What follows belongs to an exercise in optimizing a design on an open flow for small area; a production flow would make more cautious choices. No functional check of the RTL was part of any run shown here. Power figures rest on the tool's default switching activity, not on a simulated workload.

## flow/design.v (module list and top-level ports; edited modules follow where they fit)
// module crc7: 29 lines
// module crc16_2bit: 41 lines
// module sdio_data_phy: 266 lines
// module sdio_device_phy: 249 lines
// module sdio_card_control: 330 lines
// module sdio_data_control: 525 lines
// module sdio_cccr: 157 lines
// module sdio_cis: 29 lines
// module sdio_fbr: 82 lines
// module sdio_cia: 488 lines
// module sdio_device_stack: 417 lines
module sdio_device_stack (
  input                     sdio_clk,
  input                     sdio_clk_x2,
  input                     rst,
  output                    o_mem_en,
  output          [7:0]     o_func_enable,           
  input           [7:0]     i_func_ready,            
  output          [2:0]     o_func_abort_stb,
  input           [7:0]     i_func_exec_status,
  input           [7:0]     i_func_ready_for_data,
  output                    o_fbr1_csa_en,
  output          [3:0]     o_fbr1_pwr_mode,
  output          [15:0]    o_fbr1_block_size,
  output                    o_fbr2_csa_en,
  output          [3:0]     o_fbr2_pwr_mode,
  output          [15:0]    o_fbr2_block_size,
  output                    o_fbr3_csa_en,
  output          [3:0]     o_fbr3_pwr_mode,
  output          [15:0]    o_fbr3_block_size,
  output                    o_fbr4_csa_en,
  output          [3:0]     o_fbr4_pwr_mode,
  output          [15:0]    o_fbr4_block_size,
  output                    o_fbr5_csa_en,
  output          [3:0]     o_fbr5_pwr_mode,
  output          [15:0]    o_fbr5_block_size,
  output                    o_fbr6_csa_en,
  output          [3:0]     o_fbr6_pwr_mode,
  output          [15:0]    o_fbr6_block_size,
  output                    o_fbr7_csa_en,
  output          [3:0]     o_fbr7_pwr_mode,
  output          [15:0]    o_fbr7_block_size,
  output                    o_func1_wr_stb,
  output          [7:0]     o_func1_wr_data,
  // ...
==> flow/sdio_cis_rom.hex <==
20
04
00
01
00
00
21
02
0C
00
22
06
00
08
00
02
00
00
FF
21
02
0C
00
21
02
00
00
00
01
00
00
00
00
00
00
00
64
02
08
00
22
2A
01
08
00
02
FF
00
0A
0A
0A
0A
0A
0A
00
00
00
00
00
00
0A
0A
00
32
00
32
00
14
00
14
FF
FF
FF
FF
FF
FF
FF
00
00
00
==> flow/flow/run.sh <==
#!/bin/bash
# Standard ORFS layout, with the port buffers made of the smallest buffer cell
# and clock-tree leaf clusters sized for fewer, larger clusters.
set -euo pipefail
bash standard.sh "BUFFER_PORTS_ARGS=-buffer_cell sky130_fd_sc_hd__buf_1" \
  "CTS_ARGS=-sink_clustering_enable -repair_clock_nets -sink_clustering_size 30 -sink_clustering_max_diameter 120 -dont_use_dummy_load" \
  finish > standard_flow.log 2>&1
==> flow/standard.sh <==
#!/bin/bash
# synth_recipe.tcl (not shown) runs the flow's synth.tcl, then flattens the netlist and writes it again
# the make line also repeats each setting of config.mk as NAME=value (left out here)
make -C /OpenROAD-flow-scripts/flow DESIGN_CONFIG=/design/flow/config.mk WORK_HOME=/design/flow/orfs CLKGATE_MAP_FILE= SYNTH_SCRIPT=/design/flow/synth_recipe.tcl "${@:-finish}"
==> flow/config.mk <==
export PLATFORM = sky130hd
export DESIGN_NAME = sdio_device_stack
export DESIGN_NICKNAME = sdio_device_stack
export VERILOG_FILES = /design/flow/design.v
export SDC_FILE = /design/flow/constraint.sdc
export NUM_CORES = 4
export LEC_CHECK = 0
export CAP_MARGIN = 20
export CORE_MARGIN = 2
export CORE_UTILIZATION = 40
export SLEW_MARGIN = 20
==> flow/constraint.sdc <==
create_clock -name core_clock -period 10.0 [get_ports {sdio_clk}]
set_input_delay 2.0000 -clock core_clock [delete_from_list [all_inputs] [get_ports {sdio_clk}]]
set_output_delay 2.0000 -clock core_clock [all_outputs]
set_load 0.01 [all_outputs]
==> run notes, run 1 <==
final worst setup slack 3.82 ns; Switching Share 0.261; post-CTS resize count 0; slowest cell on the critical path o31a_1; most common cell after layout, fill and taps aside dfxtp_1; xor/xnor share of the synthesized area 0.0221; full die area 72400 sq um; layout cells sized above 1 0.0488; area of the multi-input gates 15300 sq um; hold path start card_controller.illegal_command; highest metal used met4; WL final 96.2 mm; Tcrit/Tclk final 0.618; H-tree depth 1; Root Buffer clkbuf_16; critical path arrival 6.64 ns; Comb. pwr 301 uW; GRT met2 Usage 0.416; bufs w/o clock 355; clock skew 0.0473 ns; initial antenna violation count 2; Ports 422; CP Launch Point rst; final setup fails 0; largest net degree at the start of global routing 81; Avg Synthesized Cell Area 8.33 sq um; P_clk 1.05 mW; Critical Path End Type flip-flop; Port Buf Inserts 291; post-route cell area 30200 sq um; Yosys top cell area share 0.303; clk slew on worst S/H paths 0.12 ns; max reg flops 64; highest clock rate 162 MHz; WS Path Type input pin to flip-flop; clock tree buffer depth 3; Core Util, Final 0.432; Post-synth top cells dfxtp_1 (425), nor2_1 (410), nand2_1 (399); Clock-cell share 0.0174; status complete, no violations; Total Negative Setup Slacks 0 ns; Hold Path Class flip-flop to flip-flop; Worst EP required 10.46 ns; Post-CTS Hold Fix Bufs 0; Hold Violations, Final 0
==> module sdio_data_phy, before the edit <==
module sdio_data_phy (
  input                   clk,
  input                   rst,
  input                   i_interrupt,
  input                   i_posedge_stb,
  input                   i_ddr_en,
  input                   i_spi_phy,
  input                   i_sd1_phy,
  input                   i_sd4_phy,
  input                   i_activate,
  output  reg             o_finished,
  input                   i_write_flag,
  input           [12:0]  i_data_count,
  output  reg             o_data_wr_stb,
  output          [7:0]   o_data_wr_data,
  input                   i_data_rd_stb,
  input           [7:0]   i_data_rd_data,
  output  reg             o_data_hst_rdy,  
  input                   i_data_com_rdy,
  output  reg             o_sdio_data_dir,
  input           [7:0]   i_sdio_data_in,
  output  reg     [7:0]   o_sdio_data_out
);
localparam      IDLE      = 3'h0;
localparam      START     = 3'h1;
localparam      WRITE     = 3'h2;
localparam      READ      = 3'h3;
localparam      CRC       = 3'h4;
localparam      WRITE_CRC = 3'h5;
localparam      FINISHED  = 3'h6;
localparam      C_IDLE    = 2'h0;
localparam      C_FRESH   = 2'h1;
localparam      C_PROC    = 2'h2;
localparam      C_FIN     = 2'h3;
reg               [2:0]   state;
reg               [1:0]   crc_state;
reg               [12:0]  data_count;
wire              [15:0]  crc_out [0:3];
wire                      crc_rst;
wire                      enable_crc;
wire                      crc_main_rst;
wire                      crc_main_en;
reg               [15:0]  host_crc0;
reg               [15:0]  host_crc1;
reg               [15:0]  host_crc2;
reg               [15:0]  host_crc3;
reg               [7:0]   read_data;
reg               [7:0]   crc_data;
reg                       capture_crc;
reg                       buffered_read_stb;
reg               [7:0]   buffered_read_data;
wire              [7:0]   host_crc_top;
wire                      more_data;
genvar g;
generate
for (g = 0; g < 4; g = g + 1) begin : data_crc
crc16_2bit crc(
  .clk                (clk                          ),
  .rst                (crc_main_rst                 ),
  .en                 (crc_main_en                  ),
  .bit1               (crc_data[g]                  ),
  .bit0               (crc_data[g + 4]              ),
  .crc                (crc_out[g]                   )
);
end
endgenerate
assign  crc_rst       = (crc_state == C_IDLE);
assign  enable_crc    = (crc_state == C_PROC);
assign  crc_main_rst  = i_data_rd_stb ? 1'b0 : crc_rst;
assign  crc_main_en   = i_data_rd_stb ? 1'b1 : enable_crc;
assign  o_data_wr_data= o_sdio_data_dir ? 8'h00 : i_sdio_data_in;
assign  host_crc_top  = {host_crc0[15], host_crc1[15], host_crc2[15], host_crc3[15],
                         host_crc0[14], host_crc1[14], host_crc2[14], host_crc3[14]};
assign  more_data     = (data_count < i_data_count);
always @ (posedge clk) begin
  if (rst) begin
    crc_state                 <=  C_IDLE;
    crc_data                  <=  0;
  end
  else begin
    case (crc_state)
      C_IDLE, C_FRESH: begin
        crc_data              <=  0;
        crc_state             <=  capture_crc ? C_PROC : C_IDLE;
      end
      C_PROC: begin
        if (i_write_flag) begin
          crc_data            <=  {i_sdio_data_in[4], i_sdio_data_in[5], i_sdio_data_in[6], i_sdio_data_in[7],
                                   i_sdio_data_in[0], i_sdio_data_in[1], i_sdio_data_in[2], i_sdio_data_in[3]};
        end
        else begin
          crc_data            <=  {i_data_rd_data[4], i_data_rd_data[5], i_data_rd_data[6], i_data_rd_data[7],
                                   i_data_rd_data[0], i_data_rd_data[1], i_data_rd_data[3], i_data_rd_data[3]};
        end
        if (!capture_crc) begin
          crc_state           <=  C_FIN;
        end
      end
      C_FIN: begin
        if (state == IDLE) begin
          crc_state           <=  C_FRESH;
        end
      end
    endcase
  end
end
always @ (posedge clk)begin
  buffered_read_stb           <=  i_data_rd_stb;
  buffered_read_data          <=  i_data_rd_data;
end
always @ (posedge clk) begin
  if (rst) begin
    o_sdio_data_out           <=  8'hFF;
  end
  else begin
    o_sdio_data_out           <=  read_data;
  end
end
always @ (posedge clk) begin
  if (state == IDLE) begin
    if (i_activate) begin
      host_crc0               <=  0;
      host_crc1               <=  0;
      host_crc2               <=  0;
      host_crc3               <=  0;
    end
  end
  else if ((state == READ && !more_data) || (state == WRITE_CRC && data_count < 8)) begin
    host_crc0                 <=  {host_crc0[13:0], 2'b00};
    host_crc1                 <=  {host_crc1[13:0], 2'b00};
    host_crc2                 <=  {host_crc2[13:0], 2'b00};
    host_crc3                 <=  {host_crc3[13:0], 2'b00};
  end
  else if (state == READ && i_data_rd_stb) begin
    host_crc0                 <=  crc_out[0];
    host_crc1                 <=  crc_out[1];
    host_crc2                 <=  crc_out[2];
    host_crc3                 <=  crc_out[3];
  end
end
always @ (posedge clk) begin
  o_data_wr_stb               <=  0;
  if (rst) begin
    state                     <=  IDLE;
    o_data_hst_rdy            <=  0;
    o_sdio_data_dir           <=  0;
    capture_crc               <=  0;
    read_data                 <=  0;
    o_finished                <=  0;
  end
  else begin
    read_data                 <=  i_data_rd_data;
    case (state)
      IDLE: begin
        o_finished            <=  0;
        data_count            <=  0;
        if (i_interrupt) begin
          o_sdio_data_dir     <=  1;
          read_data           <=  8'hFD;
        end
        else begin
          o_sdio_data_dir     <=  0;
          read_data           <=  8'hFF;
        end
        o_data_hst_rdy        <=  0;
        if (i_activate) begin
          o_sdio_data_dir     <=  0;
          state               <=  START;
        end
      end
      START: begin
        read_data             <=  8'hFF;
        if (i_write_flag) begin
          o_data_hst_rdy      <= 1;
          if (i_sdio_data_in[0] == 0) begin
            capture_crc       <= 1;
            state             <=  WRITE;
          end
        end
        else begin
          if (i_sdio_data_in[2]) begin
            o_data_hst_rdy      <=  1;
            if (i_data_com_rdy) begin
              o_sdio_data_dir   <=  1;
              state             <=  READ;
            end
          end
        end
        if (!i_activate) begin
          state               <=  IDLE;
        end
      end
      WRITE: begin
        o_data_wr_stb           <=  1;
        if (more_data) begin
          data_count            <= data_count + 1;
        end
        else begin
          o_data_wr_stb         <= 0;
          capture_crc           <= 0;
          state                 <= CRC;
          data_count            <= 0;
        end
        if (!i_activate) begin
          state                 <=  IDLE;
        end
      end
      READ: begin
        if (!i_activate) begin
          state                 <=  IDLE;
        end
        if (more_data) begin
          if (buffered_read_stb) begin
            read_data           <=  buffered_read_data;
            data_count          <=  data_count + 1;
          end
          else if (i_data_rd_stb) begin
            read_data           <=  8'h00;
          end
          else begin
            read_data           <=  8'hFF;
          end
        end
        else begin
          capture_crc           <=  0;
          state                 <=  WRITE_CRC;
          data_count            <=  0;
          read_data             <=  host_crc_top;
        end
      end
      CRC: begin
        if (data_count < (8 - 1)) begin
          data_count            <=  data_count + 1;
        end
        else begin
          state                 <=  FINISHED;
        end
      end
      WRITE_CRC: begin
        if (data_count < 8) begin
          data_count            <=  data_count + 1;
          read_data             <=  host_crc_top;
        end
        else begin
          read_data             <=  8'hFF;
          state                 <=  FINISHED;
        end
      end
      FINISHED: begin
        o_finished              <=  1;
        o_data_hst_rdy          <=  0;
        read_data               <=  8'hFF;
        o_sdio_data_dir         <=  0;
        if (!i_activate) begin
          state                 <=  IDLE;
        end
      end
      default: begin
        if (!i_activate) begin
          state                 <=  IDLE;
        end
      end
    endcase
  end
end
endmodule
==> module sdio_device_phy, before the edit <==
module sdio_device_phy (
  input               rst,
  input               i_posedge_stb,
  input               i_ddr_en,
  input               i_spi_phy,
  input               i_sd1_phy,
  input               i_sd4_phy,
  output              o_cmd_phy_idle,
  output  reg         o_cmd_phy,
  output  reg         o_cmd_stb,
  output  reg         o_cmd_crc_good_stb,
  output  reg [5:0]   o_cmd,
  output  reg [31:0]  o_cmd_arg,
  input               i_rsps_stb,
  input               i_rsps_load_req,
  input       [39:0]  i_rsps,
  input       [7:0]   i_rsps_len,
  input               i_rsps_fail,
  output  reg         o_rsps_idle,
  input               i_interrupt,
  input               i_data_activate,
  output              o_data_finished,
  input               i_write_flag,
  input       [12:0]  i_data_count,
  output              o_data_wr_stb,
  output      [7:0]   o_data_wr_data,
  input               i_data_rd_stb,
  input       [7:0]   i_data_rd_data,
  output              o_data_hst_rdy,
  input               i_data_com_rdy,
  input               i_sdio_clk,
  input               i_sdio_clk_x2,
  output  reg         o_sdio_cmd_dir,
  input               i_sdio_cmd_in,
  output  reg         o_sdio_cmd_out,
  output              o_sdio_data_dir,
  input   [7:0]       i_sdio_data_in,
  output  [7:0]       o_sdio_data_out
);
localparam            IDLE              = 4'h0;
localparam            READ_COMMAND      = 4'h1;
localparam            RESPONSE_DIR_BIT  = 4'h2;
localparam            WAIT_FOR_RESPONSE = 4'h3;
localparam            RESPONSE          = 4'h4;
localparam            RESPONSE_FIRST_CRC= 4'h5;
localparam            RESPONSE_CRC      = 4'h6;
localparam            RESPONSE_FINISHED = 4'h7;
reg   [3:0]           state;
reg   [3:0]           phy_mode;
reg   [7:0]           bit_count;
reg                   txrx_dir;
reg   [6:0]           r_crc;
wire  [6:0]           crc;
wire  [6:0]           crc_good;
wire                  busy;
wire                  crc_bit;
reg                   crc_en;
reg                   crc_rst;
reg   [2:0]           rsps_type;
reg                   rsps_crc_err;
reg                   rsps_illegal;
reg   [7:0]           rsps_data;
reg   [47:0]          rsps_value;
wire  [63:0]          rsps_bits;
crc7 crc_gen (
  .clk                (i_sdio_clk      ),
  .rst                (crc_rst         ),
  .i_bit              (crc_bit         ),
  .crc                (crc             ),
  .en                 (crc_en          )
);
sdio_data_phy data_phy(
  .clk                (i_sdio_clk      ),
  .rst                (rst             ),
  .i_interrupt        (i_interrupt     ),
  .i_posedge_stb      (i_posedge_stb   ),
  .i_ddr_en           (i_ddr_en        ),
  .i_spi_phy          (i_spi_phy       ),
  .i_sd1_phy          (i_sd1_phy       ),
  .i_sd4_phy          (i_sd4_phy       ),
  .i_activate         (i_data_activate ),
  .o_finished         (o_data_finished ),
  .i_write_flag       (i_write_flag    ),
  .i_data_count       (i_data_count    ),
  .o_data_wr_stb      (o_data_wr_stb   ),
  .o_data_wr_data     (o_data_wr_data  ),
  .i_data_rd_stb      (i_data_rd_stb   ),
  .i_data_rd_data     (i_data_rd_data  ),
  .o_data_hst_rdy     (o_data_hst_rdy  ),
  .i_data_com_rdy     (i_data_com_rdy  ),
  .o_sdio_data_dir    (o_sdio_data_dir ),
  .i_sdio_data_in     (i_sdio_data_in  ),
  .o_sdio_data_out    (o_sdio_data_out )
);
assign  busy          = ((state != IDLE) || !i_sdio_cmd_in);
assign  crc_bit       = o_sdio_cmd_dir ? o_sdio_cmd_out: i_sdio_cmd_in;
assign  o_cmd_phy_idle  = !busy;
wire                  rsps_load = i_rsps_load_req && !rst && !i_rsps_fail &&
                                  ((state == RESPONSE_DIR_BIT) || ((state == WAIT_FOR_RESPONSE) && !i_rsps_stb));
always @ (posedge i_sdio_clk) begin
  if (rsps_load)
    {rsps_type, rsps_crc_err, rsps_illegal, rsps_data} <= i_rsps[12:0];
end
always @ (*) begin
  rsps_value                    = 48'h0;
  case (rsps_type)
    3'h1: begin
      rsps_value[45:40]         = o_cmd;
      rsps_value[38]            = rsps_crc_err;
      rsps_value[37]            = rsps_illegal;
      rsps_value[12:9]          = 4'hF;
    end
    3'h4: begin
      rsps_value[45:40]         = 6'h3F;
      rsps_value[39]            = 1'b1;
      rsps_value[38:36]         = 3'h1;
      rsps_value[32]            = rsps_data[0];
      rsps_value[31:8]          = 24'hFFFF00;
    end
    3'h5: begin
      rsps_value[45:40]         = o_cmd;
      rsps_value[15:8]          = rsps_data;
    end
    3'h6: begin
      rsps_value[45:40]         = o_cmd;
      rsps_value[39:24]         = 16'h0001;
      rsps_value[23]            = rsps_crc_err;
      rsps_value[22]            = rsps_illegal;
    end
    3'h7: begin
      rsps_value[45:40]         = o_cmd;
      rsps_value[19:16]         = o_cmd_arg[11:8];
      rsps_value[15:8]          = o_cmd_arg[7:0];
    end
    default: begin
    end
  endcase
end
assign  rsps_bits     = {rsps_value[47:8], 24'h0};
always @ (posedge i_sdio_clk) begin
  if (rst) begin
    bit_count         <=  0;
    txrx_dir          <=  0;
    state             <=  IDLE;
    o_rsps_idle       <=  0;
    o_cmd_stb         <=  0;
    o_cmd             <=  0;
    o_cmd_arg         <=  0;
    r_crc             <=  0;
    o_sdio_cmd_out    <=  1;
    o_sdio_cmd_dir    <=  0;
    crc_en            <=  0;
    crc_rst           <=  1;
  end
  else begin
    o_cmd_stb         <=  0;
    o_cmd_crc_good_stb<=  0;
    crc_rst           <=  0;
    if (busy) begin
      bit_count         <=  bit_count + 1;
    end
    else begin
      bit_count         <=  0;
    end
    case (state)
      IDLE: begin
        o_rsps_idle     <=  1;
        o_sdio_cmd_out  <=  1;
        o_sdio_cmd_dir  <=  0;
        crc_en          <=  0;
        crc_rst         <=  0;
        if (!i_sdio_cmd_in) begin
          o_rsps_idle   <=  0;
          crc_en        <=  1;
          state         <=  READ_COMMAND;
        end
        else begin
          crc_rst       <=  1;
        end
      end
      READ_COMMAND: begin
        if (bit_count == 39) begin
          crc_en        <=  0;
        end
        if (bit_count == 1)
          txrx_dir      <= i_sdio_cmd_in;
        else if ((bit_count >= 2) && (bit_count <= 7))
          o_cmd         <=  {o_cmd[4:0], i_sdio_cmd_in};
        else if ((bit_count >= 8) && (bit_count <= 39))
          o_cmd_arg     <=  {o_cmd_arg[30:0], i_sdio_cmd_in};
        else if ((bit_count >= 40) && (bit_count <= 46))
          r_crc         <=  {r_crc[5:0], i_sdio_cmd_in};
        else begin     
          state         <=  RESPONSE_DIR_BIT;
        end
      end
      RESPONSE_DIR_BIT: begin
        if (r_crc == crc) begin
          o_cmd_crc_good_stb    <=  1;
          crc_rst               <=  1;
        end
        o_cmd_stb               <=  1;
        o_sdio_cmd_out          <=  1;
        o_sdio_cmd_dir          <=  1;
        state                   <=  WAIT_FOR_RESPONSE;
      end
      WAIT_FOR_RESPONSE: begin
        if (i_rsps_stb) begin
          state                   <=  RESPONSE;
          bit_count               <=  0;
          o_sdio_cmd_out          <=  0;   
        end
      end
      RESPONSE: begin
        crc_en                  <=  1;
        o_sdio_cmd_out          <=  rsps_bits[6'd63 - bit_count[5:0]];
        if (bit_count >= i_rsps_len) begin
          crc_en                <=  0;
          state                 <=  RESPONSE_FIRST_CRC;
          bit_count             <=  0;
        end
      end
      RESPONSE_FIRST_CRC: begin
        o_sdio_cmd_out          <=  crc[6];
        r_crc                   <=  {crc[5:0], 1'b0};
        state                   <=  RESPONSE_CRC;
      end
      RESPONSE_CRC: begin
        o_sdio_cmd_out          <=  r_crc[6];
        r_crc                   <=  {r_crc[5:0], 1'b0};
        if (bit_count >= 8'h6) begin
          state                 <=  RESPONSE_FINISHED;
        end
      end
      RESPONSE_FINISHED: begin
        o_sdio_cmd_out          <=  1'b1;
        state                   <=  IDLE;
      end
      default: begin
        o_sdio_cmd_dir          <=  0;
        state                   <=  IDLE;
      end
    endcase
    if (i_rsps_fail) begin
      state                     <=  IDLE;
    end
  end
end
endmodule
==> module sdio_card_control, before the edit <==
module sdio_card_control (
  input                     sdio_clk,
  input                     rst,
  input                     i_soft_reset,
  input         [7:0]       i_func_interrupt,
  input         [7:0]       i_func_interrupt_en,
  output                    o_interrupt,
  output                    o_mem_en,
  output  reg               o_func_activate,
  input                     i_func_finished,
  output  reg   [3:0]       o_func_num,
  output  reg               o_func_inc_addr,
  output  reg               o_func_block_mode,
  output  reg               o_func_write_flag,       
  output  reg               o_func_rd_after_wr,
  output  reg   [17:0]      o_func_addr,
  output  reg   [12:0]      o_func_data_count,
  output  reg               o_cmd_bus_sel,
  output  reg   [7:0]       o_func_write_data,
  input         [7:0]       i_func_read_data,
  output  reg               o_tunning_block,
  input                     i_cmd_stb,
  input                     i_cmd_crc_good_stb,
  input         [5:0]       i_cmd,
  input         [31:0]      i_cmd_arg,
  input                     i_cmd_phy_idle,
  input                     i_chip_select_n,
  output  reg               o_rsps_stb,
  output                    o_rsps_load_req,
  output        [39:0]      o_rsps,
  output        [7:0]       o_rsps_len,
  output  reg               o_rsps_fail,
  input                     i_rsps_idle
);
localparam      NORMAL_RESPONSE     = 1'b0;
localparam      EXTENDED_RESPONSE   = 1'b1;
localparam      RESET               = 4'h0;
localparam      INITIALIZE          = 4'h1;
localparam      STANDBY             = 4'h2;
localparam      COMMAND             = 4'h3;
localparam      TRANSFER            = 4'h4;
localparam      INACTIVE            = 4'h5;
localparam      R1                  = 4'h1;
localparam      R2                  = 4'h2;
localparam      R3                  = 4'h3;
localparam      R4                  = 4'h4;
localparam      R5                  = 4'h5;
localparam      R6                  = 4'h6;
localparam      R7                  = 4'h7;
reg             [3:0]       state;
reg                         response_type;
reg             [15:0]      register_card_address;   
reg             [23:0]      voltage_select;
reg                         v1p8_sel;
reg                         bad_crc;
reg                         cmd_arg_out_of_range;
reg                         illegal_command;
reg                         card_error;
reg             [3:0]       response_index;
wire            [1:0]       r5_cmd;
wire            [15:0]      max_f0_block_size;
wire                        enable_async_interrupt;
wire                        data_txrx_in_progress_flag;
reg             [3:0]       component_select;
reg                         rsps_stb;
reg                         direct_read_write;   
reg             [17:0]      data_count;
reg             [7:0]       cmd_data;
assign  o_rsps_len  = 40;
assign  o_rsps_load_req = !rst && rsps_stb;
assign  r5_cmd      = (state == RESET) || (state == INITIALIZE) || (state == STANDBY) || (state == INACTIVE) ? 2'b00 :
                      (state == COMMAND)                                                                     ? 2'b01 :
                      (state == TRANSFER)                                                                    ? 2'b10 :
                                                                                                               2'b11;
assign  o_mem_en      = 1'b0;
assign  o_interrupt   = ((i_func_interrupt & i_func_interrupt_en) > 0);
assign  o_rsps      = {27'h0, response_index[2:0], bad_crc, illegal_command,
                       (response_index == R4) ? {7'h0, v1p8_sel} : cmd_data};
always @ (posedge sdio_clk) begin
  o_rsps_stb                <=  0;
  if (!rst && rsps_stb) begin
    o_rsps_stb              <=  1;
  end
end
always @ (posedge sdio_clk) begin
  rsps_stb                          <=  0;
  o_func_activate                   <=  0;
  if (rst || i_soft_reset) begin
    state                           <=  INITIALIZE;
    register_card_address           <=  16'h0001;        
    voltage_select                  <=  24'hFFFF00     ;
    v1p8_sel                        <=  0;
    bad_crc                         <=  0;
    cmd_arg_out_of_range            <=  0;
    illegal_command                 <=  0;               
    card_error                      <=  0;               
    o_func_inc_addr                 <=  0;
    o_func_block_mode               <=  0;
    o_func_num                      <=  4'h0;
    o_func_write_flag               <=  0;               
    o_func_rd_after_wr              <=  0;
    o_func_addr                     <=  18'h0;
    o_func_write_data               <=  8'h00;
    o_func_data_count               <=  12'h00;
    data_count                      <=  0;
    response_index                  <=  0;
    o_tunning_block                 <=  0;
    cmd_data                        <=  0;
    o_cmd_bus_sel                   <=  1;
    o_rsps_fail                     <=  0;
  end
  else if (i_cmd_stb && !i_cmd_crc_good_stb) begin
    bad_crc                         <=  1;
    o_rsps_fail                     <=  1;
  end
  else     
    if (rsps_stb) begin
      bad_crc                       <=  0;
      cmd_arg_out_of_range          <=  0;
      illegal_command               <=  0;
      card_error                    <=  0;   
      o_rsps_fail                   <=  0;
    end
    case (state)
      RESET: begin
        o_cmd_bus_sel               <= 1;
        state                       <= INITIALIZE;
      end
      INITIALIZE: begin
        o_cmd_bus_sel               <= 1;
        if (i_cmd_stb) begin
          case (i_cmd)
            (6'd5 ): begin
              v1p8_sel              <=  i_cmd_arg[(24)];
              voltage_select        <=  24'hFFFF00     ;
              response_index        <=  R4;
              rsps_stb              <=  1;
            end
            (6'd3 ): begin
              state                 <=  STANDBY;
              response_index        <=  R6;
              rsps_stb              <=  1;
            end
            (6'd15): begin
              state                 <=  INACTIVE;
            end
            default: begin
              illegal_command       <=  1;
              o_rsps_fail           <=  1;
            end
          endcase
        end
      end
      STANDBY: begin
        o_cmd_bus_sel               <= 1;
        if (i_cmd_stb) begin
          case (i_cmd)
            (6'd3 ): begin
              $display("SD CMD Send Relative Address");
              state                 <=  STANDBY;
              response_index        <=  R6;
              rsps_stb              <=  1;
            end
            (6'd7 ): begin
              response_index        <=  R1;
              if (register_card_address == i_cmd_arg[31:16]) begin
                $display("SD CMD Send Relative Address: Card Selected");
                state               <= COMMAND;
                rsps_stb            <=  1;
              end
              else begin
                $display("SD CMD Send Relative Address: Incorrect Address");
                o_rsps_fail         <=  1;
              end
            end
            (6'd15): begin
              $display("SD CMD Go to inactive state");
              state                 <=  INACTIVE;
            end
            default: begin
              illegal_command       <=  1;
              o_rsps_fail           <=  1;
            end
          endcase
        end
      end
      COMMAND: begin
        o_cmd_bus_sel               <= 1;
        data_count                  <= 0;
        if (i_cmd_stb) begin
          direct_read_write         <= 0;
          case (i_cmd)
            (6'd52): begin
              $display("SD CMD IO RW");
              o_func_write_flag     <= i_cmd_arg[31      ];
              o_func_rd_after_wr    <= i_cmd_arg[26     ];
              o_func_num            <= i_cmd_arg[30:27    ];
              o_func_addr           <= i_cmd_arg[25:9];
              o_func_write_data     <= i_cmd_arg[7:0 ];
              o_func_inc_addr       <= 0;
              o_func_data_count     <= 1;
              state                 <= TRANSFER;
              direct_read_write     <= 1;
              response_index        <= R5;
              cmd_data              <= 0;
              o_func_activate       <= 1;
            end
            (6'd53): begin
              $display("SD CMD IO RW Extended");
              o_func_write_flag     <= i_cmd_arg[31   ];
              o_func_rd_after_wr    <= 0;
              o_func_num            <= i_cmd_arg[30:28      ];
              o_func_addr           <= i_cmd_arg[25:9  ];
              o_func_data_count     <= {4'h0, i_cmd_arg[8:0]};
              o_func_block_mode     <= i_cmd_arg[27];
              o_func_inc_addr       <= i_cmd_arg[26  ];
              rsps_stb              <= 1;
              state                 <= TRANSFER;
              response_index        <=  R5;
              o_cmd_bus_sel         <=  0;
            end
            (6'd7 ): begin
              if (register_card_address != i_cmd_arg[31:16]) begin
                $display("Card Deselected");
                state               <= STANDBY;
              end
              response_index        <= R1;
              rsps_stb              <= 1;
            end
            (6'd19): begin
              $display("SD CMD Send tunning block");
              response_index        <= R1;
              rsps_stb              <= 1;
              o_tunning_block       <= 1;
            end
            (6'd15): begin
              $display("SD CMD Go to inactive state");
              state                 <= INACTIVE;
            end
            default: begin
              illegal_command       <= 1;
              o_rsps_fail           <= 1;
            end
          endcase
        end
      end
      TRANSFER: begin
        if (o_cmd_bus_sel) begin
          o_func_activate             <= 1;
          if (i_func_finished) begin
            o_func_activate           <= 0;
            rsps_stb                  <= 1;
            if (o_func_rd_after_wr || !o_func_write_flag) begin
              cmd_data                <= i_func_read_data;
            end
            else begin
              cmd_data                <= 0;
            end
            state                     <= COMMAND;
          end
        end
        else if (i_rsps_idle) begin
          o_func_activate           <=  1;
          if (i_func_finished) begin
            o_func_activate         <=  0;
            state                   <= COMMAND;
          end
        end
        if (i_cmd_stb) begin
          case (i_cmd)
            (6'd52): begin
              $display("Direct Read/Write");
              o_func_write_flag     <= i_cmd_arg[31      ];
              o_func_rd_after_wr    <= i_cmd_arg[26     ];
              o_func_num            <= i_cmd_arg[30:27    ];
              o_func_addr           <= i_cmd_arg[25:9];
              o_func_write_data     <= i_cmd_arg[7:0 ];
              o_func_activate       <= 0;
              rsps_stb              <= 1;
              o_func_data_count     <= 1;
              cmd_data              <= 0;
            end
            default: begin
              illegal_command       <= 1;
              o_rsps_fail           <= 1;
            end
          endcase
        end
      end
      INACTIVE: begin
        o_rsps_fail                 <= 1;
      end
      default: begin
      end
    endcase
    if (i_cmd_stb) begin
      case (i_cmd)
        (6'd0 ): begin
          $display ("Initialize SD or SPI Mode, SPI MODE NOT SUPPORTED NOW!!");
          o_rsps_fail               <=  0;
          illegal_command           <=  0;
          response_index            <=  R1;
          if (!i_chip_select_n) begin
          end
          else begin
            rsps_stb                <=  1;
          end
        end
        (6'd8 ): begin
          $display ("Send Interface Condition");
          o_rsps_fail               <=  0;
          illegal_command           <=  0;
          response_index            <=  R7;
          if (i_cmd_arg[15:8] == (4'b0001)) begin
            rsps_stb                <=  1;
          end
        end
        (6'd11): begin
          $display ("Voltage Mode Switch");
          o_rsps_fail               <=  0;
          illegal_command           <=  0;
          response_index            <=  R1;
          rsps_stb                  <=  1;
        end
        default: begin
        end
      endcase
  end
end
endmodule
==> module sdio_data_control, before the edit <==
module sdio_data_control #(
  parameter                 DEFAULT_MIN_READ_COOLDOWN = 400
)(
  input                     clk,
  input                     rst,
  output                    o_data_bus_busy,
  output                    o_data_read_avail,
  input                     i_write_flg,
  input                     i_block_mode_flg,
  input           [12:0]    i_data_cnt,
  output  reg     [12:0]    o_total_data_cnt,
  input                     i_inc_addr_flg,
  input           [17:0]    i_cmd_address,
  output  reg     [17:0]    o_address,
  input                     i_activate,
  output  reg               o_finished,
  input                     i_cmd_bus_sel,   
  input                     i_mem_sel,
  input           [3:0]     i_func_sel,
  input           [7:0]     i_cmd_wr_data,
  output          [7:0]     o_cmd_rd_data,
  input                     i_data_phy_wr_stb,
  input           [7:0]     i_data_phy_wr_data,
  output                    o_data_phy_rd_stb,
  output          [7:0]     o_data_phy_rd_data,
  input                     i_data_phy_hst_rdy,   
  output                    o_data_phy_com_rdy,
  output                    o_data_phy_activate,
  input                     i_data_phy_finished,
  output  reg               o_cia_wr_stb,
  output  reg     [7:0]     o_cia_wr_data,
  input                     i_cia_rd_stb,
  input           [7:0]     i_cia_rd_data,
  output  reg               o_cia_hst_rdy,
  input                     i_cia_com_rdy,
  output  reg               o_cia_activate,
  input           [15:0]    i_cia_block_size,
  output  reg               o_func1_wr_stb,
  output  reg     [7:0]     o_func1_wr_data,
  input                     i_func1_rd_stb,
  input           [7:0]     i_func1_rd_data,
  output  reg               o_func1_hst_rdy,
  input                     i_func1_com_rdy,
  output  reg               o_func1_activate,
  input           [15:0]    i_func1_block_size,
  output  reg               o_func2_wr_stb,
  output  reg     [7:0]     o_func2_wr_data,
  input                     i_func2_rd_stb,
  input           [7:0]     i_func2_rd_data,
  output  reg               o_func2_hst_rdy,
  input                     i_func2_com_rdy,
  output  reg               o_func2_activate,
  input           [15:0]    i_func2_block_size,
  output  reg               o_func3_wr_stb,
  output  reg     [7:0]     o_func3_wr_data,
  input                     i_func3_rd_stb,
  input           [7:0]     i_func3_rd_data,
  output  reg               o_func3_hst_rdy,
  input                     i_func3_com_rdy,
  output  reg               o_func3_activate,
  input           [15:0]    i_func3_block_size,
  output  reg               o_func4_wr_stb,
  output  reg     [7:0]     o_func4_wr_data,
  input                     i_func4_rd_stb,
  input           [7:0]     i_func4_rd_data,
  output  reg               o_func4_hst_rdy,
  input                     i_func4_com_rdy,
  output  reg               o_func4_activate,
  input           [15:0]    i_func4_block_size,
  output  reg               o_func5_wr_stb,
  output  reg     [7:0]     o_func5_wr_data,
  input                     i_func5_rd_stb,
  input           [7:0]     i_func5_rd_data,
  output  reg               o_func5_hst_rdy,
  input                     i_func5_com_rdy,
  output  reg               o_func5_activate,
  input           [15:0]    i_func5_block_size,
  output  reg               o_func6_wr_stb,
  output  reg     [7:0]     o_func6_wr_data,
  input                     i_func6_rd_stb,
  input           [7:0]     i_func6_rd_data,
  output  reg               o_func6_hst_rdy,
  input                     i_func6_com_rdy,
  output  reg               o_func6_activate,
  input           [15:0]    i_func6_block_size,
  output  reg               o_func7_wr_stb,
  output  reg     [7:0]     o_func7_wr_data,
  input                     i_func7_rd_stb,
  input           [7:0]     i_func7_rd_data,
  output  reg               o_func7_hst_rdy,
  input                     i_func7_com_rdy,
  output  reg               o_func7_activate,
  input           [15:0]    i_func7_block_size,
  output  reg               o_mem_wr_stb,
  output  reg     [7:0]     o_mem_wr_data,
  input                     i_mem_rd_stb,
  input           [7:0]     i_mem_rd_data,
  output  reg               o_mem_hst_rdy,
  input                     i_mem_com_rdy,
  output  reg               o_mem_activate,
  input           [15:0]    i_mem_block_size
);
localparam                  IDLE          = 4'h0;
localparam                  CONFIG        = 4'h1;
localparam                  ACTIVATE      = 4'h2;
localparam                  WRITE         = 4'h3;
localparam                  READ          = 4'h4;
localparam                  WAIT_FOR_PHY  = 4'h5;
localparam                  READ_COOLDOWN = 4'h6;
localparam                  FINISHED      = 4'h7;
reg           rd_stb;
reg   [7:0]   rd_data;
wire          wr_stb;
wire  [7:0]   wr_data;
reg           com_rdy;
wire  [3:0]   func_select;
reg   [15:0]  block_size;
reg   [9:0]   total_block_count;     
reg   [9:0]   block_count;
reg   [9:0]   data_count;            
reg           continuous;            
reg           data_cntrl_rdy;
reg           data_activate;
reg   [31:0]  read_cooldown;
reg           lcl_wr_stb;
wire          lcl_rd_stb;
reg           lcl_hst_rdy;
reg           lcl_activate;
wire          d_activate;
reg   [3:0] state;
reg   [3:0] ld_state;
assign  lcl_rd_stb          = i_cmd_bus_sel   ? rd_stb        : 1'b0;
assign  o_cmd_rd_data       = i_cmd_bus_sel   ? rd_data       : 8'h00;
assign  o_data_phy_rd_stb   = !i_cmd_bus_sel  ? rd_stb        : 1'b0;
assign  o_data_phy_rd_data  = !i_cmd_bus_sel  ? rd_data       : 8'h00;
assign  o_data_phy_com_rdy  = !i_cmd_bus_sel  ? com_rdy       : 1'b0;
assign  o_data_phy_activate = !i_cmd_bus_sel  ? data_activate : 1'b0;
assign  wr_stb              = i_cmd_bus_sel   ? lcl_wr_stb    : i_data_phy_wr_stb;
assign  wr_data             = i_cmd_bus_sel   ? i_cmd_wr_data : i_data_phy_wr_data;
assign  d_activate          = i_cmd_bus_sel   ? i_activate    : data_activate;
assign  func_select         = i_mem_sel       ? 4'h8          : {1'b0, i_func_sel};
assign  o_data_bus_busy     = (state == ACTIVATE);
assign  o_data_read_avail   = 1'b0;
always @ (*) begin
  if (rst) begin
    o_cia_wr_stb             = 0;
    o_cia_wr_data            = 0;
    o_cia_hst_rdy            = 0;
    o_func1_wr_stb           = 0;
    o_func1_wr_data          = 0;
    o_func1_hst_rdy          = 0;
    o_func2_wr_stb           = 0;
    o_func2_wr_data          = 0;
    o_func2_hst_rdy          = 0;
    o_func3_wr_stb           = 0;
    o_func3_wr_data          = 0;
    o_func3_hst_rdy          = 0;
    o_func4_wr_stb           = 0;
    o_func4_wr_data          = 0;
    o_func4_hst_rdy          = 0;
    o_func5_wr_stb           = 0;
    o_func5_wr_data          = 0;
    o_func5_hst_rdy          = 0;
    o_func6_wr_stb           = 0;
    o_func6_wr_data          = 0;
    o_func6_hst_rdy          = 0;
    o_func7_wr_stb           = 0;
    o_func7_wr_data          = 0;
    o_func7_hst_rdy          = 0;
    o_mem_wr_stb             = 0;
    o_mem_wr_data            = 0;
    o_mem_hst_rdy            = 0;
    o_cia_activate           = 0;
    o_func1_activate         = 0;
    o_func2_activate         = 0;
    o_func3_activate         = 0;
    o_func4_activate         = 0;
    o_func5_activate         = 0;
    o_func6_activate         = 0;
    o_func7_activate         = 0;
    o_mem_activate           = 0;
  end
  else begin
    o_cia_wr_stb             = 0;
    o_cia_wr_data            = 0;
    o_cia_hst_rdy            = 0;
    o_cia_activate           = 0;
    o_func1_wr_stb           = 0;
    o_func1_wr_data          = 0;
    o_func1_hst_rdy          = 0;
    o_func1_activate         = 0;
    o_func2_wr_stb           = 0;
    o_func2_wr_data          = 0;
    o_func2_hst_rdy          = 0;
    o_func2_activate         = 0;
    o_func3_wr_stb           = 0;
    o_func3_wr_data          = 0;
    o_func3_hst_rdy          = 0;
    o_func3_activate         = 0;
    o_func4_wr_stb           = 0;
    o_func4_wr_data          = 0;
    o_func4_hst_rdy          = 0;
    o_func4_activate         = 0;
    o_func5_wr_stb           = 0;
    o_func5_wr_data          = 0;
    o_func5_hst_rdy          = 0;
    o_func5_activate         = 0;
    o_func6_wr_stb           = 0;
    o_func6_wr_data          = 0;
    o_func6_hst_rdy          = 0;
    o_func6_activate         = 0;
    o_func7_wr_stb           = 0;
    o_func7_wr_data          = 0;
    o_func7_hst_rdy          = 0;
    o_func7_activate         = 0;
    o_mem_wr_stb             = 0;
    o_mem_wr_data            = 0;
    o_mem_hst_rdy            = 0;
    o_mem_activate           = 0;
    case (func_select)
      0: begin
        o_cia_wr_stb         = wr_stb;
        o_cia_wr_data        = wr_data;
        o_cia_hst_rdy        = data_cntrl_rdy;
        o_cia_activate       = d_activate;
      end
      1: begin
        o_func1_wr_stb       = wr_stb;
        o_func1_wr_data      = wr_data;
        o_func1_hst_rdy      = data_cntrl_rdy;
        o_func1_activate     = d_activate;
      end
      2: begin
        o_func2_wr_stb       = wr_stb;
        o_func2_wr_data      = wr_data;
        o_func2_hst_rdy      = data_cntrl_rdy;
        o_func2_activate     = d_activate;
      end
      3: begin
        o_func3_wr_stb       = wr_stb;
        o_func3_wr_data      = wr_data;
        o_func3_hst_rdy      = data_cntrl_rdy;
        o_func3_activate     = d_activate;
      end
      4: begin
        o_func4_wr_stb       = wr_stb;
        o_func4_wr_data      = wr_data;
        o_func4_hst_rdy      = data_cntrl_rdy;
        o_func4_activate     = d_activate;
      end
      5: begin
        o_func5_wr_stb       = wr_stb;
        o_func5_wr_data      = wr_data;
        o_func5_hst_rdy      = data_cntrl_rdy;
        o_func5_activate     = d_activate;
      end
      6: begin
        o_func6_wr_stb       = wr_stb;
        o_func6_wr_data      = wr_data;
        o_func6_hst_rdy      = data_cntrl_rdy;
        o_func6_activate     = d_activate;
      end
      7: begin
        o_func7_wr_stb       = wr_stb;
        o_func7_wr_data      = wr_data;
        o_func7_hst_rdy      = data_cntrl_rdy;
        o_func7_activate     = d_activate;
      end
      8: begin
        o_mem_wr_stb         = wr_stb;
        o_mem_wr_data        = wr_data;
        o_mem_hst_rdy        = data_cntrl_rdy;
        o_mem_activate       = d_activate;
      end
      default: begin
      end
    endcase
  end
end
always @ (*) begin
  if (rst) begin
    rd_stb                  = 0;
    rd_data                 = 0;
    com_rdy                 = 0;
    block_size              = 0;
  end
  else begin
    case (func_select)
      0: begin
        rd_stb            = i_cia_rd_stb;
        rd_data           = i_cia_rd_data;
        com_rdy           = i_cia_com_rdy & data_cntrl_rdy;
        block_size        = i_cia_block_size;
      end
      1: begin
        rd_stb            = i_func1_rd_stb;
        rd_data           = i_func1_rd_data;
        com_rdy           = i_func1_com_rdy & data_cntrl_rdy;
        block_size        = i_func1_block_size;
      end
      2: begin
        rd_stb            = i_func2_rd_stb;
        rd_data           = i_func2_rd_data;
        com_rdy           = i_func2_com_rdy & data_cntrl_rdy;
        block_size        = i_func2_block_size;
      end
      3: begin
        rd_stb            = i_func3_rd_stb;
        rd_data           = i_func3_rd_data;
        com_rdy           = i_func3_com_rdy & data_cntrl_rdy;
        block_size        = i_func3_block_size;
      end
      4: begin
        rd_stb            = i_func4_rd_stb;
        rd_data           = i_func4_rd_data;
        com_rdy           = i_func4_com_rdy & data_cntrl_rdy;
        block_size        = i_func4_block_size;
      end
      5: begin
        rd_stb            = i_func5_rd_stb;
        rd_data           = i_func5_rd_data;
        com_rdy           = i_func5_com_rdy & data_cntrl_rdy;
        block_size        = i_func5_block_size;
      end
      6: begin
        rd_stb            = i_func6_rd_stb;
        rd_data           = i_func6_rd_data;
        com_rdy           = i_func6_com_rdy & data_cntrl_rdy;
        block_size        = i_func6_block_size;
      end
      7: begin
        rd_stb            = i_func7_rd_stb;
        rd_data           = i_func7_rd_data;
        com_rdy           = i_func7_com_rdy & data_cntrl_rdy;
        block_size        = i_func7_block_size;
      end
      8: begin
        rd_stb            = i_mem_rd_stb;
        rd_data           = i_mem_rd_data;
        com_rdy           = i_mem_com_rdy & data_cntrl_rdy;
        block_size        = i_mem_block_size;
      end
      default: begin
        rd_stb            = 1'b0;
        rd_data           = 8'h0;
        com_rdy           = 1'b0;
        block_size        = 16'h0000;
      end
    endcase
  end
end
always @ (posedge clk) begin
  if (rst) begin
    state                       <=  IDLE;
    o_finished                  <=  0;
    total_block_count           <=  0;
    o_total_data_cnt            <=  0;
    block_count                 <=  0;
    data_count                  <=  0;
    continuous                  <=  0;
    data_cntrl_rdy              <=  0;
    o_address                   <=  0;
    data_activate               <=  0;
    read_cooldown               <=  DEFAULT_MIN_READ_COOLDOWN;
  end
  else begin
    case (state)
      IDLE: begin
        o_finished              <=  0;
        continuous              <=  0;
        total_block_count       <=  0;
        o_total_data_cnt        <=  0;
        data_count              <=  0;
        block_count             <=  0;
        data_cntrl_rdy          <=  0;
        o_address               <=  i_cmd_address;
        data_activate           <=  0;
        if (i_block_mode_flg) begin
          if (i_data_cnt == 0) begin
            continuous          <=  1;
            total_block_count   <=  0;
          end
          else begin
            total_block_count   <=  i_data_cnt;
          end
        end
        else begin
          total_block_count     <=  0;
        end
        if (i_activate) begin
          state                 <=  CONFIG;
        end
      end
      CONFIG: begin
        data_count              <=  0;
        if (i_block_mode_flg) begin
          o_total_data_cnt      <=  block_size;
          if (!continuous) begin
            block_count         <=  block_count + 1;
          end
        end
        else begin
          if (i_data_cnt == 0) begin
            o_total_data_cnt    <=  512;
          end
          else begin
            o_total_data_cnt    <=  i_data_cnt;
          end
        end
        state                   <=  ACTIVATE;
      end
      ACTIVATE: begin
        data_activate             <=  1;
        if (i_cmd_bus_sel || i_data_phy_hst_rdy) begin
          data_cntrl_rdy          <=  1;
          if (data_count < o_total_data_cnt) begin
            if (wr_stb || rd_stb) begin
              data_count          <=  data_count + 1;
              if (i_inc_addr_flg) begin
                o_address         <=  o_address + 1;
              end
            end
          end
          else begin
            data_cntrl_rdy        <=  0;
            if (i_block_mode_flg) begin
              if (i_write_flg) begin
                state             <= WAIT_FOR_PHY;
              end
              else begin
                data_count        <= 0;
                state             <= READ_COOLDOWN;
              end
            end
            else begin
              state               <= FINISHED;
            end
          end
        end
      end
      WAIT_FOR_PHY: begin
        if (i_data_phy_finished) begin
          if (continuous || (block_count < total_block_count)) begin
            state               <= CONFIG;
          end
          else begin
            state               <= FINISHED;
          end
          data_activate         <=  0;
        end
      end
      READ_COOLDOWN: begin
        if (data_count < read_cooldown) begin
          data_count            <=  data_count + 1;
        end
        else begin
          data_activate         <=  0;
          if (continuous || (block_count < total_block_count)) begin
            state               <= CONFIG;
          end
          else begin
            state               <= FINISHED;
          end
        end
      end
      FINISHED: begin
        data_activate           <=  0;
        o_finished              <=  1;
      end
      default: begin
        state                   <=  FINISHED;
      end
    endcase
    if (!i_activate) begin
      state                   <=  IDLE;
    end
  end
end
always @ (posedge clk) begin
  lcl_wr_stb              <=  0;
  if (rst) begin
    ld_state              <=  IDLE;
    lcl_hst_rdy           <=  0;
  end
  else begin
    case (ld_state)
      IDLE: begin
        lcl_hst_rdy       <=  0;
        if (i_cmd_bus_sel) begin
          if (i_activate) begin
            if (i_write_flg) begin
              lcl_hst_rdy <=  1;
              ld_state    <=  WRITE;
            end
            else begin
              ld_state    <=  READ;
            end
          end
        end
      end
      WRITE: begin
        if (com_rdy) begin
          lcl_wr_stb      <=  1;
          ld_state        <=  FINISHED;
        end
      end
      READ: begin
        lcl_hst_rdy       <=  1;
        if (lcl_rd_stb) begin
          ld_state        <=  FINISHED;
        end
      end
      FINISHED: begin
        lcl_hst_rdy       <=  0;
        if (!i_activate) begin
          ld_state        <=  IDLE;
        end
      end
      default: begin
        ld_state          <=  FINISHED;
      end
    endcase
  end
end
endmodule
==> inputs of run 2 (changes only) <==
--- a/flow/design.v
+++ b/flow/design.v
@@ -120,6 +120,7 @@
 reg                       buffered_read_stb;
 reg               [7:0]   buffered_read_data;
 wire              [7:0]   host_crc_top;
+reg                       host_crc_valid;    
 wire                      more_data;
 genvar g;
 generate
@@ -139,7 +140,8 @@
 assign  crc_main_rst  = i_data_rd_stb ? 1'b0 : crc_rst;
 assign  crc_main_en   = i_data_rd_stb ? 1'b1 : enable_crc;
 assign  o_data_wr_data= o_sdio_data_dir ? 8'h00 : i_sdio_data_in;
-assign  host_crc_top  = {host_crc0[15], host_crc1[15], host_crc2[15], host_crc3[15],
+assign  host_crc_top  = {8{host_crc_valid}} &
+                        {host_crc0[15], host_crc1[15], host_crc2[15], host_crc3[15],
                          host_crc0[14], host_crc1[14], host_crc2[14], host_crc3[14]};
 assign  more_data     = (data_count < i_data_count);
 always @ (posedge clk) begin
@@ -189,13 +191,15 @@
 always @ (posedge clk) begin
   if (state == IDLE) begin
     if (i_activate) begin
-      host_crc0               <=  0;
-      host_crc1               <=  0;
-      host_crc2               <=  0;
-      host_crc3               <=  0;
+      host_crc_valid          <=  0;
     end
   end
-  else if ((state == READ && !more_data) || (state == WRITE_CRC && data_count < 8)) begin
+  else if (state == READ && more_data && i_data_rd_stb) begin
+    host_crc_valid            <=  1;
+  end
+end
+always @ (posedge clk) begin
+  if ((state == READ && !more_data) || (state == WRITE_CRC && data_count < 8)) begin
     host_crc0                 <=  {host_crc0[13:0], 2'b00};
     host_crc1                 <=  {host_crc1[13:0], 2'b00};
     host_crc2                 <=  {host_crc2[13:0], 2'b00};
@@ -480,9 +484,6 @@
     state             <=  IDLE;
     o_rsps_idle       <=  0;
     o_cmd_stb         <=  0;
-    o_cmd             <=  0;
-    o_cmd_arg         <=  0;
-    r_crc             <=  0;
     o_sdio_cmd_out    <=  1;
     o_sdio_cmd_dir    <=  0;
     crc_en            <=  0;
@@ -598,8 +599,8 @@
   output  reg               o_func_block_mode,
   output  reg               o_func_write_flag,       
   output  reg               o_func_rd_after_wr,
-  output  reg   [17:0]      o_func_addr,
-  output  reg   [12:0]      o_func_data_count,
+  output        [17:0]      o_func_addr,
+  output        [12:0]      o_func_data_count,
   output  reg               o_cmd_bus_sel,
   output  reg   [7:0]       o_func_write_data,
   input         [7:0]       i_func_read_data,
@@ -632,7 +633,9 @@
 localparam      R5                  = 4'h5;
 localparam      R6                  = 4'h6;
 localparam      R7                  = 4'h7;
-reg             [3:0]       state;
+reg             [2:0]       state;
+reg             [8:0]       func_data_count;
+reg             [16:0]      func_addr;
 reg                         response_type;
 reg             [15:0]      register_card_address;   
 reg             [23:0]      voltage_select;
@@ -641,7 +644,7 @@
 reg                         cmd_arg_out_of_range;
 reg                         illegal_command;
 reg                         card_error;
-reg             [3:0]       response_index;
+reg             [2:0]       response_index;
 wire            [1:0]       r5_cmd;
 wire            [15:0]      max_f0_block_size;
 wire                        enable_async_interrupt;
@@ -658,8 +661,10 @@
                       (state == TRANSFER)                                                                    ? 2'b10 :
                                                                                                                2'b11;
 assign  o_mem_en      = 1'b0;
+assign  o_func_data_count = {4'h0, func_data_count};
+assign  o_func_addr   = {1'b0, func_addr};
 assign  o_interrupt   = ((i_func_interrupt & i_func_interrupt_en) > 0);
-assign  o_rsps      = {27'h0, response_index[2:0], bad_crc, illegal_command,
+assign  o_rsps      = {27'h0, response_index, bad_crc, illegal_command,
                        (response_index == R4) ? {7'h0, v1p8_sel} : cmd_data};
 always @ (posedge sdio_clk) begin
   o_rsps_stb                <=  0;
@@ -684,9 +689,9 @@
     o_func_num                      <=  4'h0;
     o_func_write_flag               <=  0;               
     o_func_rd_after_wr              <=  0;
-    o_func_addr                     <=  18'h0;
+    func_addr                     <=  17'h0;
     o_func_write_data               <=  8'h00;
-    o_func_data_count               <=  12'h00;
+    func_data_count               <=  12'h00;
     data_count                      <=  0;
     response_index                  <=  0;
     o_tunning_block                 <=  0;
@@ -780,10 +785,10 @@
               o_func_write_flag     <= i_cmd_arg[31      ];
               o_func_rd_after_wr    <= i_cmd_arg[26     ];
               o_func_num            <= i_cmd_arg[30:27    ];
-              o_func_addr           <= i_cmd_arg[25:9];
+              func_addr           <= i_cmd_arg[25:9];
               o_func_write_data     <= i_cmd_arg[7:0 ];
               o_func_inc_addr       <= 0;
-              o_func_data_count     <= 1;
+              func_data_count     <= 1;
               state                 <= TRANSFER;
               direct_read_write     <= 1;
               response_index        <= R5;
@@ -795,8 +800,8 @@
               o_func_write_flag     <= i_cmd_arg[31   ];
               o_func_rd_after_wr    <= 0;
               o_func_num            <= i_cmd_arg[30:28      ];
-              o_func_addr           <= i_cmd_arg[25:9  ];
-              o_func_data_count     <= {4'h0, i_cmd_arg[8:0]};
+              func_addr           <= i_cmd_arg[25:9  ];
+              func_data_count     <= i_cmd_arg[8:0];
               o_func_block_mode     <= i_cmd_arg[27];
               o_func_inc_addr       <= i_cmd_arg[26  ];
               rsps_stb              <= 1;
@@ -858,11 +863,11 @@
               o_func_write_flag     <= i_cmd_arg[31      ];
               o_func_rd_after_wr    <= i_cmd_arg[26     ];
               o_func_num            <= i_cmd_arg[30:27    ];
-              o_func_addr           <= i_cmd_arg[25:9];
+              func_addr           <= i_cmd_arg[25:9];
               o_func_write_data     <= i_cmd_arg[7:0 ];
               o_func_activate       <= 0;
               rsps_stb              <= 1;
-              o_func_data_count     <= 1;
+              func_data_count     <= 1;
               cmd_data              <= 0;
             end
             default: begin
@@ -943,6 +948,8 @@
   output                    o_data_phy_activate,
   input                     i_data_phy_finished,
   output  reg               o_cia_wr_stb,
+  output          [7:0]     o_wr_data,       
+  output                    o_wr_rdy,        
   output  reg     [7:0]     o_cia_wr_data,
   input                     i_cia_rd_stb,
   input           [7:0]     i_cia_rd_data,
@@ -1030,8 +1037,8 @@
 reg           com_rdy;
 wire  [3:0]   func_select;
 reg   [15:0]  block_size;
-reg   [9:0]   total_block_count;     
-reg   [9:0]   block_count;
+reg   [8:0]   total_block_count;     
+reg   [8:0]   block_count;
 reg   [9:0]   data_count;            
 reg           continuous;            
 reg           data_cntrl_rdy;
@@ -1056,6 +1063,8 @@
 assign  func_select         = i_mem_sel       ? 4'h8          : {1'b0, i_func_sel};
 assign  o_data_bus_busy     = (state == ACTIVATE);
 assign  o_data_read_avail   = 1'b0;
+assign  o_wr_data           = wr_data;
+assign  o_wr_rdy            = data_cntrl_rdy;
 always @ (*) begin
   if (rst) begin
     o_cia_wr_stb             = 0;
@@ -1268,11 +1277,7 @@
   if (rst) begin
     state                       <=  IDLE;
     o_finished                  <=  0;
-    total_block_count           <=  0;
     o_total_data_cnt            <=  0;
-    block_count                 <=  0;
-    data_count                  <=  0;
-    continuous                  <=  0;
     data_cntrl_rdy              <=  0;
     o_address                   <=  0;
     data_activate               <=  0;
@@ -1452,7 +1457,7 @@
   output  reg   [7:0]       o_func_int_enable,
   input         [7:0]       i_func_int_pending,
   output  reg               o_soft_reset,
-  output  reg   [2:0]       o_func_abort_stb,
+  output        [2:0]       o_func_abort_stb,
   output  reg               o_en_card_detect_n,
   output  reg               o_en_4bit_block_int,  
   input                     i_data_bus_busy,
@@ -1486,10 +1491,12 @@
 reg             [1:0]       bus_width;
 reg             [2:0]       bus_speed_select;
 reg             [2:0]       abort_sel;
+reg             [2:1]       abort_stb;
 wire            [17:0]      reg_addr;
 wire            [17:0]      main_cis_addr;
 assign  main_cis_addr   = (18'h01000);
 assign  o_data_out      = (i_address < 8'd23) ? cccr_map[i_address[4:0]] : 8'h00;
+assign  o_func_abort_stb= {abort_stb, 1'b0};
 assign  o_1_bit_mode    = (bus_width == 2'b00);
 assign  o_4_bit_mode    = (bus_width == 2'b10);
 assign  o_8_bit_mode    = (bus_width == 2'b11);
@@ -1527,7 +1534,7 @@
 assign  cccr_map[18'h016   ] = {6'h00, o_enable_async_interrupt, 1'b1     };
 always @ (posedge clk) begin
   o_soft_reset              <=  0;
-  o_func_abort_stb          <=  8'h0;
+  abort_stb                 <=  2'h0;
   abort_sel                 <=  0;
   o_bus_release_req_stb     <=  0;
   if (rst) begin
@@ -1547,14 +1554,8 @@
     bus_width               <=  0;
   end
   else begin
-    if (abort_sel == 0) begin
-      o_func_abort_stb                    <=  0;
-    end
-    else begin
-      if (abort_sel < 3'd3) begin
-        o_func_abort_stb[abort_sel[1:0]]  <=  1;
-      end
-    end
+    abort_stb[1]                          <=  (abort_sel == 3'd1);
+    abort_stb[2]                          <=  (abort_sel == 3'd2);
     if (i_activate) begin
       if (i_data_stb) begin
         if (i_write_flag) begin
@@ -2432,10 +2433,12 @@
   .o_data_phy_activate      (data_phy_activate          ),  
   .i_data_phy_finished      (data_phy_finished          ),
   .o_cia_wr_stb             (cia_wr_stb                 ),
-  .o_cia_wr_data            (cia_wr_data                ),
+  .o_cia_wr_data            (                           ),
+  .o_wr_data                (cia_wr_data                ),
   .i_cia_rd_stb             (cia_rd_stb                 ),
   .i_cia_rd_data            (cia_rd_data                ),
-  .o_cia_hst_rdy            (cia_hst_rdy                ),
+  .o_cia_hst_rdy            (                           ),
+  .o_wr_rdy                 (cia_hst_rdy                ),
   .i_cia_com_rdy            (cia_com_rdy                ),
   .o_cia_activate           (cia_activate               ),
   .i_cia_block_size         (f0_block_size              ),
==> flow/flow/run.sh (replaced) <==
#!/bin/bash
# The standard ORFS layout (standard.sh, unchanged synthesis), with two
# layout settings changed:
#  - the port buffers that buffer_ports inserts on every input and output are
#    the smallest buffer cell instead of the default clkdlybuf4s50_1;
#  - clock-tree leaf clusters are larger (fewer leaf buffers) and no dummy
#    loads are added for balancing;
#  - tie cells are not split per load: the one constant driver synthesis
#    makes drives all constant-0 outputs.
# The full make output goes to standard_flow.log in the work folder; ORFS
# keeps its per-step logs under orfs/logs.
set -euo pipefail
bash standard.sh \
  "BUFFER_PORTS_ARGS=-buffer_cell sky130_fd_sc_hd__buf_1" \
  "CTS_ARGS=-sink_clustering_enable -repair_clock_nets -sink_clustering_size 25 -sink_clustering_max_diameter 100 -dont_use_dummy_load" \
  "SKIP_REPAIR_TIE_FANOUT=1" \
  finish > standard_flow.log 2>&1
--- a/flow/config.mk
+++ b/flow/config.mk
@@ -7,5 +7,5 @@
 export LEC_CHECK = 0
 export CAP_MARGIN = 20
 export CORE_MARGIN = 2
-export CORE_UTILIZATION = 40
+export CORE_UTILIZATION = 60
 export SLEW_MARGIN = 20
==> run notes, run 2 <==
status complete, no violations; WS Path Type input pin to primary output; LEAKAGE 9.71 nW; Skew-Pair Late Insertion Delay 0.62 ns; clock tree buffer depth 3 (unchanged); commonest cells after routing, fill and taps aside nand2_1 (427), nor2_1 (389), dfxtp_1 (348); Port Buf Inserts 290 (-0.34%); worst reg2reg setup slack 4.99 ns; gr ovfl total 0; most frequently used flop master after synthesis dfxtp_1; Area Overhead vs Synth 3.96%; std cell rows 78; Max Fanout on Critical Path 41; VDD IR max 129 uV; largest cells by area after synthesis dfxtp_1 (25%), edfxtp_1 (17%), nand2_1 (5.8%); largest reg by FF count phy.data_phy.data_crc.crc.crc; Worst Hold Endpoint phy.data_phy.o_sdio_data_out[5]; most common cell after layout, fill and taps aside nand2_1; Worst R2R Start data_bus_interconnect.o_address[3]; WL final 91.2 mm (-5.1%); RSZ-0062 raised after global routing no; Critical R2R Capture phy.data_phy.read_data[5]; average wire per standard cell 23.4 um; Placed Instances 3878; clk slew on worst S/H paths 0.09 ns (-0.03 ns); final layout net count 3499; Post-CTS Setup Inserts 0; max reg flops 64 (unchanged); clock skew 0.0746 ns (+0.0273 ns); highest clock rate 166 MHz (+2.5%); Worst EP required 8.00 ns (-2.46 ns); hold path start phy.data_phy.read_data[5]; Ports 422 (unchanged); largest net degree at the start of global routing 130 (+60%); vias 25600; Pwr per Cell Area 125 nW/um^2; first-pass GRT wire length 136 mm; Hold Violations, Final 0 (unchanged); Post-CTS Hold Fix Bufs 0 (unchanged); FFs w/ async S/R, synth 0; full die area 48200 sq um (-33%); dpl hpwl 66.3 mm; Synth Instances 3283; final slew viol count 0; CTS tree yes; final worst setup slack 3.97 ns (+0.151 ns); CP Launch Point rst; Starting Density 0.612; Vias/cell 6.55; layout cells sized above 1 0.0518 (+0.00302); Antenna diodes 0; Slew @ Worst Pin 1.14 ns; initial antenna violation count 2 (unchanged); Period minus WS final 6.03 ns; Hold Path Class flip-flop to flip-flop; Place WS 4.11 ns; gpl congestion 0.954; Residual DRC 0; Total Negative Setup Slacks 0 ns (unchanged); drt first pass iters 7; Antenna Nets Post-Route 0; H-tree depth 1 (unchanged); Max Cap Viol 0; EDFF count, synth 159; core footprint 45600 sq um; synthesized area 27900 sq um; Seq/Total Area, Yosys 0.422; Post-synth top cells nand2_1 (429), nor2_1 (390), dfxtp_1 (349); Worst R2R Path Depth 12; post-CTS resize count 0 (unchanged); critical path arrival 4.03 ns (-2.61 ns); final cell count without fillers 3902; Avg Synthesized Cell Area 8.49 sq um (+1.9%); Root Buffer clkbuf_16; Fillers 3900; gr usage total 0.365; Yosys top cell area share 0.251 (-0.0521); Slew headroom 0.241; Synth area leader dfxtp_1; Die Span X 220 um; biggest regs phy.data_phy.data_crc.crc.crc (64), phy.o_cmd_arg (32), data_bus_interconnect.o_address (18); Critical Path End Type primary output; Tcrit/Tclk final 0.603 (-0.0151); initial DRC count 3487; total number of yosys warnings 10; clk sink count 508; number of synthesized register bits 508; Hold Path Cell Cnt 1; count leader, synth nand2_1; CP startpoint kind input pin; CTS Buf Count 24; Unique masters post-synth 99; die extent in y 220 um; final setup fails 0 (unchanged); via count of the first global-routing pass 22500
-- run 2: changes by cell type after synthesis, sizes merged, moves of 15 or more --
cell / delta
dfxtp: -76
edfxtp: +67
mux2i: -46
a211oi: +42
a21oi: -38
a22o: -36
nand3: +34
nand2: +33
nand4: -19
nor2: -19
nor2b: +15
-- run 2: cell families after synthesis --
group / share of synthesized area
mux: 0.0257
simple gates: 0.218
buf+inv: 0.0759
other cells: 0.000135
flops: 0.422
fa+ha+maj: 0.0317
compound gates: 0.202
xor+xnor: 0.0245
-- run 2: power by group --
group | switching (mW) | internal (mW)
logic | 0.185 | 0.119
clock network | 0.658 | 0.430
registers | 0.0896 | 2.15
total | 0.932 | 2.70
-- run 2: cell type report --
type                       count  area (sq um)  share of cell area
clock buffer                  24           601              0.0207
timing repair buffer         346          1510              0.0522
tap                          600           751              0.0259
multi-input combinational   2356         14100               0.486
sequential                   508         11800               0.406
inverter                      68           255             0.00881
-- run 2: worst max-delay path by stage --
stage	cells past startpoint	endpoint	slack (ns)
finish	6	o_func7_hst_rdy	3.97
detailed placement	6	o_func1_wr_stb	4.11
global placement	6	o_func1_wr_stb	4.11
global route	6	o_func7_hst_rdy	3.92
floorplan	3	phy.o_cmd_arg[0]	4.74
CTS	6	o_func1_wr_stb	4.10
-- run 2: routing by layer --
metal  vias to the layer above  part of all wire  GRT usage
li1                      11700                 -          -
met1                     12200              0.41      0.515
met2                      1414              0.44      0.542
met3                       220              0.11     0.0755
met4                         6             0.048      0.155
met5                         -            0.0011     0.0115
-- run 2: per-stage QoR --
stage | utilization | power (mW) | cell area [sq um] | hold WS (ns)
after floorplan | - | 2.52 | 27900 | 0.389
after global placement | 0.622 | 2.57 | 28400 | 0.400
after detailed placement | 0.622 | 2.58 | 28400 | 0.394
after CTS | 0.635 | 3.63 | 29000 | 0.433
after global routing | 0.636 | 3.74 | 29000 | 0.460
final | 0.636 | 3.63 | 29000 | 0.427
-- run 2: worst max-delay path, cell delays in order --
cell and delay (ns):
clkbuf_4 0.28, inv_2 0.23, buf_4 0.51, nand2_1 0.20, nor3_1 0.56, buf_1 0.22

## afterwards: timing with drivers on the ports
Ports are ideal in the flow. The routed layouts listed here were re-timed in OpenROAD. Step 1: set_driving_cell puts a clkbuf_16 on sdio_clk and a buf_2 on each other input, an assumption about the parent block. Step 2 moves the port delays by t, midway between the first and last clock arrival at a register: inputs arrive t later, outputs are due t later. That takes back most of the time a late clock gives input paths. a / b / c = no drivers / after step 1 / after step 2; a / b = the first two.
run | t, ns | setup slack, ns | clock arrival spread, ns | cell pins on the clock port's net
run 1 | 0.640 | 3.822 / 3.864 / 3.224 | 0.051 / 0.052 | 1
run 2 | 0.645 | 3.973 / 3.953 / 3.953 | 0.075 / 0.075 | 1
After both steps setup and hold are still met in every run listed. The setup slack of run 1, which loses most, moves by +0.042 ns with the drivers and by -0.598 ns with both steps.
